Background: an optimization exercise with open tools, aiming at small area and a short achievable clock period. Do not read the settings as production practice.
Function was not checked in any run shown here: the RTL went through the layout flow alone.
Power is estimated from default activity; no workload was simulated.

File: flow/flow/run.sh
#!/bin/bash
# Standard layout with three changes: the full/half-adder extraction pass is
# skipped in synthesis (ABC maps the prefix adders directly), the ports get
# sky130 buf_1 buffers, and the repair passes aim below the design's period.
cp config.mk config_orig.log
cat >> config.mk <<'EOC'
export ADDER_MAP_FILE =
export SETUP_SLACK_MARGIN = 16
export BUFFER_PORTS_ARGS = -buffer_cell sky130_fd_sc_hd__buf_1
EOC
bash standard.sh > standard_run.log 2>&1
File: flow/standard.sh
#!/bin/bash
# synth_recipe.tcl (not shown) runs the flow's synth.tcl, then flattens the netlist and writes it again
# the make line also repeats each setting of config.mk as NAME=value (left out here)
make -C /OpenROAD-flow-scripts/flow DESIGN_CONFIG=/design/flow/config.mk WORK_HOME=/design/flow/orfs CLKGATE_MAP_FILE= SYNTH_SCRIPT=/design/flow/synth_recipe.tcl "${@:-finish}"
File: flow/config.mk
export PLATFORM = sky130hd
export DESIGN_NAME = FPA_final
export DESIGN_NICKNAME = FPA_final
export VERILOG_FILES = /design/flow/design.v
export SDC_FILE = /design/flow/constraint.sdc
export NUM_CORES = 4
export LEC_CHECK = 0
export ABC_AREA = 1
export CAP_MARGIN = 20
export CORE_MARGIN = 2
export CORE_UTILIZATION = 40
export SLEW_MARGIN = 20
export ADDER_MAP_FILE =
export SETUP_SLACK_MARGIN = 16
export BUFFER_PORTS_ARGS = -buffer_cell sky130_fd_sc_hd__buf_1
File: flow/constraint.sdc
create_clock -name core_clock -period 22.0 [get_ports {clk}]
set_input_delay 4.4000 -clock core_clock [delete_from_list [all_inputs] [get_ports {clk}]]
set_output_delay 4.4000 -clock core_clock [all_outputs]
set_load 0.01 [all_outputs]
File: flow/design.v
module Registers (
  input  [31:0] A,
  input  [31:0] B,
  input         gt_e,
  input         eq_e,
  input         fge,
  input         of_in,
  input         rst_d,    
  output [31:0] Out
);
  function [32:0] add;
    input [31:0] a, b;
    input cin;
    input integer n;
    reg [31:0] g, p, g0, p0;
    integer i, l, j;
    begin
      g0 = a & b;
      p0 = a ^ b;
      g = g0;
      p = p0;
      g[0] = g0[0] | (p0[0] & cin);
      for (l = 0; (1 << l) < n; l = l + 1)
        for (i = 0; i < n; i = i + 1)
          if (i & (1 << l)) begin
            j = ((i >> l) << l) - 1;
            g[i] = g[i] | (p[i] & g[j]);
            p[i] = p[i] & p[j];
          end
      add = {g[n-1], p0 ^ {g[30:0], cin}};
    end
  endfunction
  wire        sa = A[31], sb = B[31];
  wire [7:0]  ea = A[30:23], eb = B[30:23];
  wire        agb = gt_e | (eq_e & fge);    
  wire [32:0] s0w = add({24'd0, ea}, {24'd0, ~eb}, 1'b0, 8);
  wire [7:0]  s0  = s0w[7:0];
  wire [7:0]  dd  = s0 ^ {8{~gt_e}};
  wire [7:0]  eL  = gt_e ? ea : eb;
  wire        sub = sa ^ sb;
  wire [23:0] ma = {1'b1, A[22:0]}, mb = {1'b1, B[22:0]};
  wire [23:0] mL = agb ? ma : mb;
  wire [23:0] mP = agb ? (gt_e ? {1'b0, mb[23:1]} : mb) : ma;
  wire [23:0] mS = (|dd[7:5]) ? 24'd0 : mP >> dd[4:0];
  wire [32:0] sw = add({8'd0, mL}, {8'd0, mS ^ {24{sub}}}, sub, 24);
  wire [24:0] r  = {sw[32] ^ sub, sw[23:0]};
  wire [31:0] x0 = {r, 7'd0};
  wire        z4 = ~|x0[31:16];
  wire [31:0] x1 = z4 ? {x0[15:0], 16'd0} : x0;
  wire        z3 = ~|x1[31:24];
  wire [31:0] x2 = z3 ? {x1[23:0], 8'd0} : x1;
  wire        z2 = ~|x2[31:28];
  wire [31:0] x3 = z2 ? {x2[27:0], 4'd0} : x2;
  wire        z1 = ~|x3[31:30];
  wire [31:0] x4 = z1 ? {x3[29:0], 2'd0} : x3;
  wire        z0 = ~x4[31];
  wire [31:0] x5 = z0 ? {x4[30:0], 1'd0} : x4;
  wire [4:0]  lz = {z4, z3, z2, z1, z0};
  wire        z  = ~|r;
  wire [7:0]  e1 = eL + 8'd1;
  wire [7:0]  e2 = eL + 8'd2;
  wire [7:0]  pe = z ? 8'd0 : e1 - {3'd0, lz};
  wire        of = of_in | (~z & (e2 == {3'd0, lz}));
  wire        sign = (agb ? sa : sb) & ~z;
  assign Out = rst_d ? 32'h00800000 : of ? 32'd0 : {sign, pe, x5[30:8]};
endmodule
module FPA (
  input  [31:0] A,
  input  [31:0] B,
  output        gt_e,     
  output        eq_e,     
  output        fge,      
  output        of_in     
);
  function [1:0] cmp;     
    input [31:0] a, b;
    input integer n;
    reg [31:0] g, e;
    integer i, l, j;
    begin
      g = a & ~b;
      e = ~(a ^ b);
      for (l = 0; (1 << l) < n; l = l + 1)
        for (i = 0; i < n; i = i + 1)
          if (i & (1 << l)) begin
            j = ((i >> l) << l) - 1;
            g[i] = g[i] | (e[i] & g[j]);
            e[i] = e[i] & e[j];
          end
      cmp = {g[n-1], e[n-1]};
    end
  endfunction
  wire [1:0] ce = cmp({24'd0, A[30:23]}, {24'd0, B[30:23]}, 8);
  wire [1:0] cf = cmp({9'd0, A[22:0]}, {9'd0, B[22:0]}, 23);
  assign gt_e  = ce[1];
  assign eq_e  = ce[0];
  assign fge   = cf[1] | cf[0];
  assign of_in = (&A[30:23]) | (&B[30:23]);
endmodule
module FPA_final (
  input         clk,
  input         rst,
  input  [31:0] in1,
  input  [31:0] in2,
  output reg [31:0] OUT
);
  wire gt_n, eq_n, fge_n, of_n;
  FPA B1 (.A(in1), .B(in2), .gt_e(gt_n), .eq_e(eq_n), .fge(fge_n), .of_in(of_n));
  reg [31:0] A, B;
  reg        gt_e, eq_e, fge, of_in, rst_d;
  always @(posedge clk) begin
    A     <= in1;
    B     <= in2;
    gt_e  <= gt_n;
    eq_e  <= eq_n;
    fge   <= fge_n;
    of_in <= of_n;
    rst_d <= rst;
  end
  wire [31:0] C;
  Registers M (.A(A), .B(B), .gt_e(gt_e), .eq_e(eq_e), .fge(fge), .of_in(of_in),
               .rst_d(rst_d), .Out(C));
  always @(posedge clk) begin
    if (rst)
      OUT <= 32'd0;
    else
      OUT <= C;
  end
endmodule
==> insert_results.sql, run 1 <==
INSERT INTO impl_metrics (metric_group, metric, value, unit) VALUES
('synthesis', 'synthArstFlopShare', '0', '%'),
('clock_network', 'clk_transition_reported_paths', '0.08', 'ns'),
('synthesis', 'synth_top_area_share', '25.6', '%'),
('critical_path', 'cp.required', '22.31', 'ns'),
('timing', 'final_min_period_over_clock_period', '27.7', '%'),
('synthesis', 'register_area_share_after_synthesis', '22.7', '%'),
('synthesis', 'yosys_warning_count', '3', ''),
('timing', 'minimum_setup_slack_in_the_final_design', '15.90', 'ns'),
('route', 'detail_route.wirelength', '28900', 'um'),
('finish', 'fin_nets', '1772', ''),
('synthesis', 'synthesis.area', '0.00890', 'mm2'),
('critical_path', 'cp_cell_sequence', 'buf_8 > nor2_4 > o221ai_2 > o211ai_1 > nand3_1 > o21ai_2 > nand2_1 > a22oi_2 > or2_4 > a31oi_4 > o311ai_2 > a21oi_1 > o31a_1 > o41ai_2 > a22o_1', ''),
('timing', 'worst_pin_slew', '0.903', 'ns'),
('run_status', 'status', 'finished clean', ''),
('route', 'detail-route-antenna-nets', '0', ''),
('placed_design', 'place_hpwl', '19900', 'um'),
('route', 'detail_route.wl_per_cell', '14.5', 'um'),
('placed_design', 'preCtsSetupSlack', '14.34', 'ns'),
('timing', 'timing.final.crit_period', '6.10', 'ns'),
('critical_path', 'setup.worst_path.start_class', 'primary input', ''),
('clock_network', 'clock_sink_count', '101', ''),
('worst_hold_path', 'worstHoldPathType', 'reg2reg', ''),
('grt', 'first_global_vias', '9080', ''),
('route', 'detailroute.via_count', '10400', ''),
('synthesis', 'yosysUniqueCellTypes', '60', ''),
('clock_network', 'cts-htree-levels', '3', ''),
('clock_network', 'clock_tree.root_cell', 'clkbuf_16', ''),
('critical_path', 'worst_ep_arrival_time', '6.41', 'ns'),
('synthesis', 'yosys-top-cells-count', 'nand2_1 (608), nand3_1 (174), inv_1 (155)', ''),
('power_and_ir_drop', 'reported_net_switching_power', '0.000544', 'W'),
('timing', 'totalNegativeSetupSlack', '0', 'ns'),
('power_and_ir_drop', 'power.share.switching', '50.8', '%'),
('placed_design', 'gpl.final_weighted_congestion', '0.929', ''),
('power_and_ir_drop', 'finalPower', '0.00107', 'W'),
('power_and_ir_drop', 'power.static_leakage', '5.44', 'nW'),
('job', 'drv.max_cap_violation_count', '0', ''),
('timing', 'finalHoldViolations', '0', ''),
('critical_path', 'setup.worst_path.class', 'in2reg', ''),
('synthesis', 'syn-num-nets', '1649', ''),
('floorplanning', 'floorplan.initialDensity', '40.8', '%'),
('synthesis', 'synth-main-ff-cell', 'dfxtp_1', ''),
('synthesis', 'synthMostInstantiatedCell', 'nand2_1', ''),
('synthesis', 'synth-edff-count', '0', ''),
('clock_network', 'cts_made_buffers', '9', ''),
('floorplanning', 'io_pins', '98', ''),
('floorplanning', 'floorplan.die.height', '153', 'um'),
('floorplanning', 'placement_rows', '54', ''),
('timing', 'rsz0062_at_grt', 'yes', ''),
('synthesis', 'post-synth-top-area-cell', 'nand2_1', ''),
('floorplanning', 'floorplan.die_area', '0.0235', 'mm2'),
('finish', 'syn_to_final_growth', '25.3', '%'),
('critical_path', 'worst_path_largest_cell_delay', '0.26', 'ns'),
('timing', 'worst_clock_skew', '0.0116', 'ns'),
('power_and_ir_drop', 'vdd_ir_drop_max', '0.0412', 'mV'),
('route', 'drt_first_iter_violations', '633', ''),
('finish', 'total_inserted_antenna_cells', '0', ''),
('timing', 'setup-violations-final', '0', ''),
('power_and_ir_drop', 'combPwrFrac', '64.0', '%'),
('critical_path', 'critical_path.endpoint_type', 'flip-flop', ''),
('synthesis', 'post_synth_main_area_contributors', 'nand2_1 (26%), dfxtp_1 (23%), nand3_1 (9.8%)', ''),
('grt', 'antenna_found_initial', '0', ''),
('power_and_ir_drop', 'clock_power_share', '16.3', '%'),
('clock_network', 'cts_tree', 'yes', ''),
('timing', 'timing.final.max_slew_violations', '0', ''),
('synthesis', 'syn_inst', '1583', ''),
('critical_path', 'path_buf_inv', '1', ''),
('placed_design', 'numPortBuffers', '97', ''),
('power_and_ir_drop', 'power_density', '96.2', 'mW/mm2'),
('timing', 'remaining_max_slew_budget_at_the_tightest_pin', '39.2', '%'),
('clock_network', 'clock_path_buffers', '2', ''),
('synthesis', 'postSynthAreaPerCell', '5.62', 'um2');
==> tightest hold or removal path, delay by kind of cell, from the launching register on <==
| kind | cells | cell delay, ns |
|---|---|---|
| buffers and inverters | 1 | 0.04 |
| AOI/OAI and AO/OA | 1 | 0.05 |
| DFF | 1 | 0.31 |
==> state kept, by name, summed over array words and instances (netlist names) <==
| name | cells |
|---|---|
| OUT | 32 |
| gt_e | 1 |
| fge | 1 |
| B | 32 |
| of_in | 1 |
| A | 32 |
| rst_d | 1 |
| eq_e | 1 |
==> area by class of cell <==
type	count	area, um2
clock inverter	6	77.6
fill	2282	10700
multi-input combinational	1265	6720
clock buffer	10	239
timing repair inverter	4	36.3
tap	280	350
timing repair buffer	147	948
sequential	101	2030
inverter	178	748
==> stage by stage <==
step	util [%]	hold WS, ns	cells
2_1_floorplan	-	0.424	1583
3_3_place_gp	42.9	0.439	1909
3_5_place_dp	42.9	0.439	1909
4_1_cts	46.1	0.454	1943
5_1_grt	51.1	0.479	1991
6_report	51.1	0.457	1991
==> cell usage in the layout, fill, tap and decap left out, drive strengths merged, types with 2 or more instances in the layout <==
| cell type | count |
|---|---|
| o21ai | 113 |
| o211ai | 6 |
| a32oi | 2 |
| clkinv | 4 |
| xnor3 | 2 |
| xor2 | 19 |
| bufbuf | 2 |
| a21boi | 5 |
| o221ai | 2 |
| dfxtp | 101 |
| nand3b | 11 |
| mux2i | 9 |
| nand2 | 645 |
| nor3 | 13 |
| and2 | 2 |
| o22ai | 3 |
| or2 | 18 |
| buf | 141 |
| clkinvlp | 4 |
| xnor2 | 3 |
| nand4 | 22 |
| a31oi | 6 |
| nor2 | 131 |
| inv | 179 |
| clkbuf | 14 |
| a22o | 2 |
| nand3 | 179 |
| o21bai | 4 |
| a21oi | 57 |
==> final timing paths <==
path                        endpoint          start  slack, ns  cells past startpoint
hold reg to reg   OUT[23]$_SDFF_PP0_  rst_d$_DFF_P_       0.46                      2
hold / removal    OUT[23]$_SDFF_PP0_  rst_d$_DFF_P_       0.46                      2
setup / recovery         fge$_DFF_P_         in2[1]      15.90                     15
setup reg to reg   OUT[8]$_SDFF_PP0_   gt_e$_DFF_P_      16.37                     34
==> logic make-up (layout without fill, tap and decap cells) <==
group	after synthesis	count (layout)	share of synthesized area (%)
flip-flops	101	101	22.7
multiplexers	9	9	1.01
buffers and inverters	232	345	10.7
AO/OA/AOI/OAI	209	209	13.1
AND/OR/NAND/NOR	1009	1023	49.5
XOR/XNOR	23	24	2.99
==> power by group through the flow <==
stage	clock, W	sequential, W	combinational [W]
after floorplan	0	0.000223	0.000422
after global placement	0	0.000215	0.000544
after detailed placement	0	0.000216	0.000545
after CTS	0.000178	0.000212	0.000583
after global routing	0.000186	0.000214	0.000759
final	0.000174	0.000211	0.000686
==> timing repair <==
action,4_1_cts,5_1_grt
pin swaps,9,45
gates resized for setup,43,174
setup buffers,9,33
hold buffers,0,0
setup endpoints to repair,33,33
gates cloned,9,15
==> routing by layer <==
| metal | wire [um] | share of wire (%) | global-route usage [%] | vias to the layer above |
|---|---|---|---|---|
| li1 | - | - | - | 5330 |
| met2 | 13500 | 47 | 37.5 | 310 |
| met3 | 1550 | 5.3 | 2.58 | 62 |
| met4 | 900 | 3.1 | 6.70 | 0 |
| met5 | 0 | 0 | 0 | - |
| met1 | 13000 | 45 | 30.5 | 4714 |
==> run 2, diff against run 1 <==
--- a/flow/config.mk
+++ b/flow/config.mk
@@ -11,4 +11,5 @@
 export CORE_UTILIZATION = 40
 export SLEW_MARGIN = 20
+export SYNTH_HIERARCHICAL = 1
 export ADDER_MAP_FILE =
 export SETUP_SLACK_MARGIN = 16
==> run 2 against run 1 <==
  * Clock skew is 0.0012 ns higher
  * Setup slack gained 0.31 ns
  * Combinational power up about 20%
  * Final cell count is 15% higher
  * Total power is 12% higher
  * Largest cell class unchanged
  * Still clean
  * Non-clock buffer count up 44
  * First-iteration DRC count grew 36%
  * Synthesized cell count increased by 14%
==> insert_results.sql, run 2 <==
INSERT INTO impl_metrics (metric_group, metric, value, unit) VALUES
('run_status', 'status', 'finished clean', ''),
('critical_path', 'setup.worst_path.class', 'reg2reg', ''),
('finish', 'layout_top_registers', 'A x32, B x32, OUT x32', ''),
('critical_path', 'cp.required', '22.25', 'ns'),
('timing', 'hold_slack', '0.663', 'ns'),
('worst_hold_path', 'worstHoldPathType', 'reg2reg', ''),
('power_and_ir_drop', 'clock_power_share', '13.3', '%'),
('synthesis', 'synth-main-ff-cell', 'dfxtp_1', ''),
('power_and_ir_drop', 'reported_net_switching_power', '0.000624', 'W'),
('synthesis', 'post_synth_main_area_contributors', 'nand2_1 (28%), dfxtp_1 (21%), nand3_1 (11%)', ''),
('finish', 'syn_to_final_growth', '30.8', '%'),
('route', 'routed_via_density', '5.13', ''),
('power_and_ir_drop', 'power_density', '95.1', 'mW/mm2'),
('clock_network', 'clock_latency', '0.36', 'ns'),
('timing', 'setup-violations-final', '0', ''),
('power_and_ir_drop', 'combPwrFrac', '68.9', '%'),
('critical_path', 'worst_path_largest_cell_delay', '0.33', 'ns'),
('timing', 'final_min_period_over_clock_period', '26.3', '%'),
('timing', 'finalHoldViolations', '0', ''),
('power_and_ir_drop', 'sequentialPowerShare', '17.8', '%'),
('floorplanning', 'floorplan.die.height', '159', 'um'),
('critical_path', 'critical_path.endpoint_type', 'flip-flop', ''),
('finish', 'postLayoutCellArea', '0.0126', 'mm2'),
('floorplanning', 'core_area', '0.0235', 'mm2'),
('synthesis', 'synth_top_area_share', '27.9', '%'),
('finish', 'post_route_cells_drive_above_1_share', '22.2', '%'),
('synthesis', 'synthMostInstantiatedCell', 'nand2_1', ''),
('power_and_ir_drop', 'internal_dissipation', '0.000575', 'W'),
('worst_hold_path', 'worstHoldStart', 'A[31]$_DFF_P_', ''),
('timing', 'rsz0062_at_grt', 'yes', ''),
('clock_network', 'clock_tree.root_cell', 'clkbuf_16', ''),
('timing', 'totalNegativeSetupSlack', '0', 'ns'),
('power_and_ir_drop', 'finalPower', '0.00120', 'W'),
('placed_design', 'numPortBuffers', '97', ''),
('route', 'detail-route-antenna-nets', '0', ''),
('timing', 'achievable-frequency', '173', 'MHz'),
('timing', 'worst_pin_slew', '1.14', 'ns'),
('timing', 'timing.final.max_slew_violations', '0', ''),
('placed_design', 'placed_area', '0.0101', 'mm2'),
('critical_path', 'critical_path.startpoint', 'B[25]$_DFF_P_', ''),
('finish', 'total_inserted_antenna_cells', '0', ''),
('floorplanning', 'io_pins', '98', ''),
('clock_network', 'cts-htree-levels', '3', ''),
('route', 'detail_route.wirelength', '32600', 'um'),
('clock_network', 'cts_made_buffers', '9', ''),
('floorplanning', 'placement_rows', '56', ''),
('synthesis', 'register_area_share_after_synthesis', '21.0', '%'),
('floorplanning', 'floorplan.initialDensity', '41.0', '%'),
('power_and_ir_drop', 'power.static_leakage', '6.38', 'nW'),
('critical_path', 'crit_path_top_delay_cell', 'dfxtp_2', ''),
('power_and_ir_drop', 'vdd_ir_drop_max', '0.0429', 'mV'),
('grt', 'gr-total-overflow', '0', ''),
('placed_design', 'place_hpwl', '21500', 'um'),
('floorplanning', 'floorplan.die_area', '0.0254', 'mm2'),
('synthesis', 'postSynthAreaPerCell', '5.35', 'um2'),
('critical_path', 'reg2reg_setup_slack', '16.21', 'ns'),
('job', 'drv.max_cap_violation_count', '0', ''),
('timing', 'worst_clock_skew', '0.0128', 'ns'),
('critical_path', 'worst_ep_arrival_time', '6.04', 'ns'),
('clock_network', 'clock_sink_count', '101', ''),
('grt', 'first_global_vias', '10300', ''),
('critical_path', 'r2r_start', 'B[25]$_DFF_P_', ''),
('critical_path', 'largest_fanout_of_any_net_on_the_critical_path', '12', ''),
('finish', 'layout.cells.most_common', 'nand2_1', ''),
('route', 'detailroute.via_count', '11800', ''),
('finish', 'layout.cells.most_common_list', 'nand2_1 (611), inv_1 (194), nand3_1 (177)', ''),
('synthesis', 'synthArstFlopShare', '0', '%'),
('grt', 'maximum_number_of_pins_on_one_net_before_global_route_repair', '37', ''),
('route', 'detail_route.wl_per_cell', '14.2', 'um'),
('synthesis', 'yosys-top-cells-count', 'nand2_1 (717), nand3_1 (213), inv_1 (200)', ''),
('synthesis', 'synthesis.area', '0.00964', 'mm2'),
('power_and_ir_drop', 'power.share.switching', '52.0', '%'),
('route', 'drt_first_pass_iters', '6', ''),
('grt', 'gr-usage-all-layers', '22.7', '%'),
('route', 'route.detailed.drc', '0', ''),
('synthesis', 'post-synth-top-area-cell', 'nand2_1', ''),
('placed_design', 'gpl.final_weighted_congestion', '0.878', ''),
('synthesis', 'yosysUniqueCellTypes', '47', ''),
('timing', 'remaining_max_slew_budget_at_the_tightest_pin', '23.1', '%'),
('clock_network', 'cts_tree', 'yes', ''),
('grt', 'grt_first_pass_wirelength', '48200', 'um'),
('clock_network', 'clk_transition_reported_paths', '0.08', 'ns'),
('synthesis', 'syn-num-nets', '1867', ''),
('grt', 'antenna_found_initial', '0', ''),
('timing', 'timing.final.crit_period', '5.79', 'ns'),
('critical_path', 'setup.worst_path.start_class', 'flip-flop', ''),
('route', 'drt_first_iter_violations', '859', ''),
('floorplanning', 'die_width', '159', 'um'),
('clock_network', 'clock_path_buffers', '2', ''),
('synthesis', 'syn_inst', '1801', ''),
('synthesis', 'synth-edff-count', '0', ''),
('synthesis', 'synth_seq_cells', '101', ''),
('finish', 'fin_nets', '2036', ''),
('synthesis', 'yosys_warning_count', '9', '');
## run 2: cell types whose count changed after synthesis, sizes merged, moves of 6 or more
cell	before	now
a21oi	57	25
clkinv	1	7
inv	177	218
mux2i	9	3
nand2	637	751
nand3	178	215
nand4	22	16
nor2	126	199
o211ai	6	0
xnor2	3	14
## run 2: kinds of logic after synthesis
group | Yosys count | share of synthesized area (%)
AOI/OAI and AO/OA | 161 | 9.00
xor gates and xnor gates | 31 | 3.17
buffers and inverters | 282 | 12.3
DFF | 101 | 21.0
muxes | 3 | 0.311
and+or+nand+nor | 1223 | 54.2
## run 2: worst paths after layout
check	depth (start not counted)	endpoint
setup / recovery	49	OUT[21]$_SDFF_PP0_
hold / removal	4	OUT[31]$_SDFF_PP0_
setup reg to reg	49	OUT[21]$_SDFF_PP0_
hold reg to reg	4	OUT[31]$_SDFF_PP0_
## run 2: cell type report
type | count | area [um2]
Sequential cell | 101 | 2040
Timing Repair inverter | 6 | 58.8
Fill cell | 2433 | 10900
Multi-Input combinational cell | 1436 | 7670
Tap cell | 319 | 399
Timing Repair Buffer | 191 | 1250
Clock buffer | 9 | 225
Clock inverter | 7 | 67.6
Inverter | 225 | 900
## run 2: per-module statistics from Yosys (local to each module, per instance)
module	copies in the design	flip-flops and latches	area, um2	cells
Registers	1	0	6450	1429
FPA	1	0	898	204
FPA_final	1	101	2300	168
## run 2: what timing repair did
action | in CTS | in global routing
hold buffers | 0 | 0
buffers inserted | 16 | 71
resized for setup | 64 | 276
setup endpoints to repair | 32 | 32
cloned | 12 | 15
pin swaps | 11 | 101
## run 2: layer usage
metal | vias to the layer above | global-route usage (%) | share of wire (%)
met5 | - | 0 | 0
met4 | 0 | 8.93 | 4.2
met3 | 103 | 3.02 | 6.0
met2 | 418 | 38.7 | 47
met1 | 5279 | 29.0 | 43
li1 | 5976 | - | -
## run 2: critical path, delay by kind of cell, from the launching register on
family / cells / cell delay, ns
AOI/OAI and AO/OA: 2 / 0.38
buffers and inverters: 4 / 0.40
DFF: 1 / 0.33
and+or+nand+nor: 43 / 4.57
## run 2: through the flow
stage                     cells  util [%]  setup WS [ns]
after floorplan            1801         -          16.86
after global placement     2164      42.9          14.34
after detailed placement   2164      42.9          14.28
after CTS                  2208      46.5          16.00
after global routing       2294      53.6          15.75
final                      2294      53.6          16.21
## run 2: power by group through the flow
| stage | Combinational [W] | Sequential [W] | Clock (W) |
|---|---|---|---|
| 3_3_place_gp | 0.000602 | 0.000217 | 0 |
| 6_report | 0.000826 | 0.000214 | 0.000159 |
| 4_1_cts | 0.000655 | 0.000214 | 0.000163 |
| 5_1_grt | 0.000913 | 0.000216 | 0.000171 |
| 2_1_floorplan | 0.000473 | 0.000224 | 0 |
| 3_5_place_dp | 0.000602 | 0.000218 | 0 |
==> run 3, diff against run 2 <==
--- a/flow/flow/run.sh
+++ b/flow/flow/run.sh
@@ -6,5 +6,5 @@
 cat >> config.mk <<'EOC'
 export ADDER_MAP_FILE =
-export SETUP_SLACK_MARGIN = 16
+export SETUP_SLACK_MARGIN = 16.7
 export BUFFER_PORTS_ARGS = -buffer_cell sky130_fd_sc_hd__buf_1
 EOC
--- a/flow/config.mk
+++ b/flow/config.mk
@@ -13,4 +13,4 @@
 export SYNTH_HIERARCHICAL = 1
 export ADDER_MAP_FILE =
-export SETUP_SLACK_MARGIN = 16
+export SETUP_SLACK_MARGIN = 16.7
 export BUFFER_PORTS_ARGS = -buffer_cell sky130_fd_sc_hd__buf_1
==> run 3 against run 2 <==
  * Hold slack better by 0.0068 ns
  * Critical path depth is 1 higher
  * Setup slack better by 0.036 ns
  * Clock skew is 0.0022 ns lower
  * Register-to-register slack better by 0.04 ns
  * Via count is 5.9% higher
  * Final cell count is 3.0% higher
  * Fmax is 0.63% higher
  * Global-route usage is 3.0 points higher
  * Critical path type unchanged
==> insert_results.sql, run 3 <==
INSERT INTO impl_metrics (metric_group, metric, value, unit) VALUES
('clock_network', 'clk_transition_reported_paths', '0.08', 'ns'),
('synthesis', 'synth-edff-count', '0', ''),
('synthesis', 'synth_top_area_share', '27.9', '%'),
('synthesis', 'synth_seq_cells', '101', ''),
('route', 'drt_first_iter_violations', '1150', ''),
('critical_path', 'largest_fanout_of_any_net_on_the_critical_path', '6', ''),
('grt', 'maximum_number_of_pins_on_one_net_before_global_route_repair', '37', ''),
('finish', 'total_inserted_antenna_cells', '0', ''),
('clock_network', 'cts_tree', 'yes', ''),
('clock_network', 'clock_tree.root_cell', 'clkbuf_16', ''),
('power_and_ir_drop', 'power.static_leakage', '6.96', 'nW'),
('timing', 'remaining_max_slew_budget_at_the_tightest_pin', '19.9', '%'),
('finish', 'post_route_cells_drive_above_1_share', '31.3', '%'),
('timing', 'minimum_setup_slack_in_the_final_design', '16.24', 'ns'),
('floorplanning', 'die_width', '159', 'um'),
('timing', 'finalHoldViolations', '0', ''),
('floorplanning', 'placement_rows', '56', ''),
('grt', 'globalRouteMet1Util', '31.0', '%'),
('synthesis', 'post_synth_main_area_contributors', 'nand2_1 (28%), dfxtp_1 (21%), nand3_1 (11%)', ''),
('floorplanning', 'floorplan.initialDensity', '41.0', '%'),
('floorplanning', 'core_area', '0.0235', 'mm2'),
('synthesis', 'syn-num-nets', '1867', ''),
('critical_path', 'critical_path.endpoint_type', 'flip-flop', ''),
('placed_design', 'preCtsSetupSlack', '14.28', 'ns'),
('synthesis', 'yosys-top-cells-count', 'nand2_1 (717), nand3_1 (213), inv_1 (200)', ''),
('placed_design', 'numPortBuffers', '97', ''),
('synthesis', 'synthArstFlopShare', '0', '%'),
('route', 'detail_route.wirelength', '35900', 'um'),
('finish', 'syn_to_final_growth', '45.0', '%'),
('route', 'routed_via_density', '5.28', ''),
('clock_network', 'clock_latency', '0.37', 'ns'),
('timing', 'timing.final.crit_period', '5.76', 'ns'),
('critical_path', 'path_buf_inv', '15', ''),
('critical_path', 'critical_path.startpoint', 'A[25]$_DFF_P_', ''),
('finish', 'final_core_utilization', '59.4', '%'),
('critical_path', 'worst_path_largest_cell_delay', '0.39', 'ns'),
('timing', 'totalNegativeSetupSlack', '0', 'ns'),
('timing', 'achievable-frequency', '174', 'MHz'),
('grt', 'antenna_found_initial', '0', ''),
('placed_design', 'numPlacedInstances', '2164', ''),
('grt', 'grt_most_used_layer', 'met2', ''),
('critical_path', 'setup.worst_path.class', 'reg2reg', ''),
('timing', 'worst_pin_slew', '1.19', 'ns'),
('grt', 'grt_util_met3', '3.93', '%'),
('clock_network', 'clock_path_buffers', '2', ''),
('grt', 'gr-usage-all-layers', '25.7', '%'),
('synthesis', 'post-synth-top-area-cell', 'nand2_1', ''),
('floorplanning', 'io_pins', '98', ''),
('critical_path', 'cp.required', '22.25', 'ns'),
('critical_path', 'setup.worst_path.start_class', 'flip-flop', ''),
('critical_path', 'crit_path_top_delay_cell', 'dfxtp_4', ''),
('grt', 'first_global_vias', '11500', ''),
('synthesis', 'yosysUniqueCellTypes', '47', ''),
('run_status', 'status', 'finished clean', ''),
('critical_path', 'path_common_cell', 'buf_4', ''),
('synthesis', 'register_area_share_after_synthesis', '21.0', '%'),
('clock_network', 'cts-htree-levels', '3', ''),
('job', 'drv.max_cap_violation_count', '0', ''),
('placed_design', 'gpl.final_weighted_congestion', '0.878', ''),
('route', 'detailroute.via_count', '12500', ''),
('timing', 'rsz0062_at_grt', 'yes', ''),
('timing', 'setup-violations-final', '0', ''),
('route', 'route.detailed.drc', '0', ''),
('timing', 'worst_clock_skew', '0.0106', 'ns'),
('synthesis', 'yosys_warning_count', '9', ''),
('clock_network', 'cts_made_buffers', '9', ''),
('finish', 'layout_top_registers', 'A x32, B x32, OUT x32', ''),
('placed_design', 'place_hpwl', '21500', 'um'),
('timing', 'timing.final.max_slew_violations', '0', ''),
('worst_hold_path', 'worstHoldPathType', 'reg2reg', ''),
('synthesis', 'syn_inst', '1801', ''),
('power_and_ir_drop', 'vdd_ir_drop_max', '0.0441', 'mV'),
('synthesis', 'synth-main-ff-cell', 'dfxtp_1', ''),
('grt', 'grt_first_pass_wirelength', '54300', 'um'),
('floorplanning', 'floorplan.die_area', '0.0254', 'mm2'),
('synthesis', 'postSynthAreaPerCell', '5.35', 'um2'),
('power_and_ir_drop', 'power_density', '95.7', 'mW/mm2'),
('finish', 'layout.cells.most_common', 'nand2_1', ''),
('finish', 'stdcell_count', '2362', ''),
('route', 'detail_route.wl_per_cell', '15.2', 'um'),
('power_and_ir_drop', 'finalPower', '0.00134', 'W'),
('worst_hold_path', 'worstHoldStart', 'A[31]$_DFF_P_', ''),
('synthesis', 'synthMostInstantiatedCell', 'nand2_1', ''),
('route', 'drt_first_pass_iters', '8', ''),
('timing', 'final_min_period_over_clock_period', '26.2', '%'),
('finish', 'layout.cells.most_common_list', 'nand2_1 (552), inv_1 (184), nand3_1 (147)', ''),
('floorplanning', 'floorplan.die.height', '159', 'um'),
('critical_path', 'reg2reg_setup_slack', '16.24', 'ns'),
('critical_path', 'critical_path.top_delay_family', 'simple AND/OR/NAND/NOR gates', ''),
('grt', 'gr-total-overflow', '0', ''),
('grt', 'gr-usage-met2', '44.9', '%'),
('route', 'detail-route-antenna-nets', '0', ''),
('synthesis', 'synthesis.area', '0.00964', 'mm2'),
('critical_path', 'worst_ep_arrival_time', '6.01', 'ns'),
('clock_network', 'clock_sink_count', '101', ''),
('critical_path', 'r2r_start', 'A[25]$_DFF_P_', ''),
('finish', 'fin_nets', '2104', '');
run 3: timing repair:
item / in CTS / in global routing
buffers inserted: 110 / 44
resized for setup: 297 / 267
hold buffers: 0 / 0
pin swaps: 117 / 117
setup endpoints to repair: 32 / 33
cloned: 22 / 6
run 3: modules after synthesis (local to each module, per instance):
module,copies in the design,cells inside,flops+latches,area (um2)
FPA,1,204,0,898
FPA_final,1,168,101,2300
Registers,1,1429,0,6450
run 3: path summary, 6_finish.rpt:
check        cells past startpoint                  to
max reg2reg                     50  OUT[27]$_SDFF_PP0_
min reg2reg                      4  OUT[31]$_SDFF_PP0_
min                              4  OUT[31]$_SDFF_PP0_
max                             50  OUT[27]$_SDFF_PP0_
run 3: worst min-delay path: cells and delay by family (launching register included):
| family | cells | cell delay [ns] |
|---|---|---|
| and+or+nand+nor | 2 | 0.16 |
| buffers and inverters | 1 | 0.05 |
| DFF | 1 | 0.36 |
| AOI/OAI and AO/OA | 1 | 0.06 |
run 3: power by group:
group,total (W),switching [W],internal [W],leakage (nW)
clock,0.000160,0.0000799,0.0000798,0.145
sequential,0.000214,0.00000898,0.000205,0.848
combinational,0.000965,0.000606,0.000359,5.97
run 3: cells by family (layout without fill, tap and decap cells):
group                  count (synthesis)  count (layout)  share of synthesized area (%)
XOR/XNOR                              31              31                           3.17
AND/OR/NAND/NOR                     1223            1241                           54.2
multiplexers                           3               3                          0.311
flip-flops                           101             101                           21.0
buffers and inverters                282             506                           12.3
AO/OA/AOI/OAI                        161             161                           9.00
run 3: area by class of cell:
class                   instances  area [um2]
multi-input cells            1436        8420
flip-flops and latches        101        2050
clock buffers                   9         225
well taps                     319         399
fillers                      2192        9560
repair buffers                260        1860
repair inverters                5        42.5
inverters                     225         922
clock inverters                 7        67.6
run 3: through the flow:
| step | hold slack, ns | cell area [um2] |
|---|---|---|
| 3_3_place_gp | 0.600 | 10100 |
| 3_5_place_dp | 0.591 | 10100 |
| 6_report | 0.669 | 14000 |
| 5_1_grt | 0.685 | 14000 |
| 4_1_cts | 0.666 | 12600 |
| 2_1_floorplan | 0.518 | 9640 |
run 3: layer usage:
| layer | vias up | part of all wire (%) |
|---|---|---|
| met1 | 5618 | 40 |
| li1 | 6126 | - |
| met4 | 0 | 4.4 |
| met5 | - | 0 |
| met2 | 584 | 49 |
| met3 | 144 | 7.0 |

## port drivers added, routing unchanged
Ports are ideal in the flow. The routed layouts listed here were re-timed in OpenROAD. Step 1, drivers: a clkbuf_16 drives clk and a buf_2 each remaining input, both assumed. Step 2 also shifts input and output timing later by t, the mid clock arrival at the registers, as if the neighbouring blocks saw the same clock. a / b / c = ideal / step 1 / step 2; a / b = the first two.
| run | t, ns | slack for setup (ns) | clock arrival spread, ns | worst data-port slew with drivers (ns) | pins driven straight from the clock port |
|---|---|---|---|---|---|
| run 1 | 0.410 | 15.901 / 15.910 / 15.500 | 0.012 / 0.011 | 0.05 | 1 |
| run 2 | 0.402 | 16.208 / 16.208 / 16.208 | 0.013 / 0.012 | 0.04 | 1 |
| run 3 | 0.405 | 16.244 / 16.244 / 16.244 | 0.011 / 0.011 | 0.04 | 1 |
After both steps every run listed still meets setup and hold. For run 1, which loses most, drivers alone change the setup slack by +0.009 ns; drivers and shift together by -0.401 ns.
